Context: an optimization exercise on an open-source flow, tuned for small area and a short achievable clock period. The choices shown serve that exercise and are no tape-out recipe.
The RTL was checked by simulation tests, not by an equivalence proof against the original design.

Setup of run 1:
## iir
module iir(
    input signed [31:0] x,
    input clk,
    input reset,
    output signed [31:0] y
    );
Size in the first run: roughly 650 cells after synthesis, roughly 64 flip-flops, roughly 66 I/O pins.
Settings: LEC_CHECK=0, CAP_MARGIN=20, CORE_MARGIN=2, CORE_UTILIZATION=75, SETUP_SLACK_MARGIN=4, SLEW_MARGIN=20, SYNTH_HIERARCHICAL=1; clock period 11.0 ns.
standard.sh (not shown) runs the stock make flow with config.mk's settings and CLKGATE_MAP_FILE= SYNTH_SCRIPT=/design/flow/synth_recipe.tcl, a recipe that flattens the netlist after the stock synthesis.
==> flow/flow/run.sh <==
#!/bin/bash
# The standard ORFS layout with extra make settings:
#   BUFFER_PORTS_ARGS="-buffer_cell sky130_fd_sc_hd__buf_2" CTS_ARGS="-sink_clustering_enable -repair_clock_nets -dont_use_dummy_load"
# Each ORFS step keeps its full log under orfs/logs; make's own output goes to flow.log.
set -o pipefail
bash standard.sh BUFFER_PORTS_ARGS="-buffer_cell sky130_fd_sc_hd__buf_2" CTS_ARGS="-sink_clustering_enable -repair_clock_nets -dont_use_dummy_load" finish > flow.log 2>&1
The inputs of run 2 differ from those of run 1 as listed below.
- changing CORE_UTILIZATION from 75 to 70
==> flow/flow/run.sh <==
#!/bin/bash
# The standard ORFS layout with two extra make settings:
#  - the port buffers are buf_2 cells instead of the delay cells that
#    buffer_ports picks by default;
#  - ABC maps the small leaf modules for a 1 fF load, so they start at the
#    smallest drive strength and the resizer upsizes only what timing needs.
# Each ORFS step keeps its full log under orfs/logs; make's own output goes
# to flow.log.
set -o pipefail
bash standard.sh BUFFER_PORTS_ARGS="-buffer_cell sky130_fd_sc_hd__buf_2" ABC_LOAD_IN_FF=1 finish > flow.log 2>&1
### Flow results
Timing, DRC, antenna: 0 failures across run 2 and run 1. Run 2 against run 1: deepest level of the CTS H-tree barely changed; global-route wire length before repair comparable; floorplan row count increased 1; critical path arrival held. Run 1 → run 2: post-route minimum period higher; maximum frequency from static timing analysis roughly the same. Run 2 does worse than run 1 on worst path setup slack after routing. Re layout-stage area growth over the synthesis result: run 2 and run 1 aren't equal, and the higher value belongs to run 2. Die boundary height: higher on run 2. Compared with run 1, run 2 instantiates a larger number of standard cells. Compared to run 1, the router laid down less metal wire for run 2.
### run 2 -> run 3
- putting ABC_AREA at 1 where nothing was set
==> flow/flow/run.sh <==
#!/bin/bash
# The standard ORFS layout with extra make settings:
#   BUFFER_PORTS_ARGS="-buffer_cell sky130_fd_sc_hd__buf_2" ABC_LOAD_IN_FF=1 CTS_ARGS="-sink_clustering_enable -repair_clock_nets -dont_use_dummy_load"
# Each ORFS step keeps its full log under orfs/logs; make's own output goes to flow.log.
set -o pipefail
bash standard.sh BUFFER_PORTS_ARGS="-buffer_cell sky130_fd_sc_hd__buf_2" ABC_LOAD_IN_FF=1 CTS_ARGS="-sink_clustering_enable -repair_clock_nets -dont_use_dummy_load" finish > flow.log 2>&1
Findings:
Run 3 — design area about 14% higher, run 2 as reference
Re share of the core filled with cells in the final layout: run 2 and run 3 aren't equal, and the higher value belongs to run 2.
Going from run 2 to run 3, the worst hold slack across all endpoints was found to have gone up by 0.0038 ns.
Compared to run 2, the routing of run 3 uses more wire.
Final setup slack of the worst path for run 3 is higher than for run 2.
Run 3 — chip height 7.1% higher, run 2 as reference
For run 4, these inputs were changed with respect to run 3:
- CORE_UTILIZATION changed from 70 to 80
- ABC_AREA removed (was 1)
==> flow/flow/run.sh <==
#!/bin/bash
# The standard ORFS layout with extra make settings:
#   BUFFER_PORTS_ARGS="-buffer_cell sky130_fd_sc_hd__buf_2"
# Each ORFS step keeps its full log under orfs/logs; make's own output goes to flow.log.
set -o pipefail
bash standard.sh BUFFER_PORTS_ARGS="-buffer_cell sky130_fd_sc_hd__buf_2" finish > flow.log 2>&1
Notes after the runs:
- Run 4 vs run 3 — placeable core region dropped by more than 10%
- Run 4 vs run 3: detailed-router iteration count before antenna repair up in run 4
- When run 4 is set beside run 3, its clock transition at the registers of the reported paths turns out to be 0.03 ns larger.
- Of run 3 and run 4, run 3 shows the lower initial core utilization, with run 4 above it.
- On synthesis-to-finish area growth, run 3 and run 4 are basically level.
- Compared with run 3, in run 4 cell area after synthesis saw a decrease, worst-case hold slack saw an increase.
Setup changes, run 4 to run 5
- CORE_UTILIZATION: 80 -> 70
- SETUP_SLACK_MARGIN: 4 -> 3.5
==> flow/flow/run.sh <==
#!/bin/bash
# The standard ORFS layout with extra make settings:
#   BUFFER_PORTS_ARGS="-buffer_cell sky130_fd_sc_hd__buf_2" ABC_LOAD_IN_FF=1
# Each ORFS step keeps its full log under orfs/logs; make's own output goes to flow.log.
set -o pipefail
bash standard.sh BUFFER_PORTS_ARGS="-buffer_cell sky130_fd_sc_hd__buf_2" ABC_LOAD_IN_FF=1 finish > flow.log 2>&1
[summary]
Maximum frequency, run 4 and run 5, lower one = run 5.
There was hardly any difference in clock transition time at the flip-flop clock pins of the worst setup and hold paths between run 4 and run 5.
On simple-gate share of the synthesized area, run 4 and run 5 are neck and neck.
Wire length on met1: run 5 vs run 4, no meaningful difference
Delta (run 5 minus run 4): transition time at the pin with the least slew margin now larger; combined global-route utilization of all metal layers now smaller.
Compared with run 4, run 5 improves global-route wire length before repair.
Cmp run 5 vs run 4: total number of cells along the worst setup path higher in run 5

static timing again, ports no longer ideal:
The results above use ideal ports. As a check the final layouts listed here were re-extracted and re-timed, cells and wires unchanged. Step 1 sets driving cells, clkbuf_16 on the clock port and buf_2 on the other inputs (assumed; they add their load-dependent delay and slew). Step 2 moves the port delays by t, midway between the first and last clock arrival at a register: inputs arrive t later, outputs are due t later. That takes back most of the time a late clock gives input paths. Three values: ideal, step 1, step 2; two values: the first two.
| run | shift t [ns] | setup WS [ns] | hold slack, ns | clock arrival spread, ns |
|---|---|---|---|---|
| run 1 | 0.375 | 4.094 / 4.073 / 3.929 | 0.465 / 0.465 / 0.465 | 0.019 / 0.020 |
| run 2 | 0.396 | 4.078 / 4.058 / 3.774 | 0.462 / 0.462 / 0.462 | 0.007 / 0.007 |
| run 3 | 0.379 | 4.117 / 4.100 / 4.100 | 0.465 / 0.465 / 0.465 | 0.009 / 0.009 |
| run 4 | 0.380 | 4.097 / 4.077 / 4.021 | 0.475 / 0.475 / 0.475 | 0.009 / 0.008 |
| run 5 | 0.399 | 3.802 / 3.775 / 3.463 | 0.462 / 0.462 / 0.462 | 0.008 / 0.008 |
After both steps every run listed still meets setup and hold. The setup slack of run 5, which loses most, moves by -0.027 ns with the drivers and by -0.339 ns with both steps.
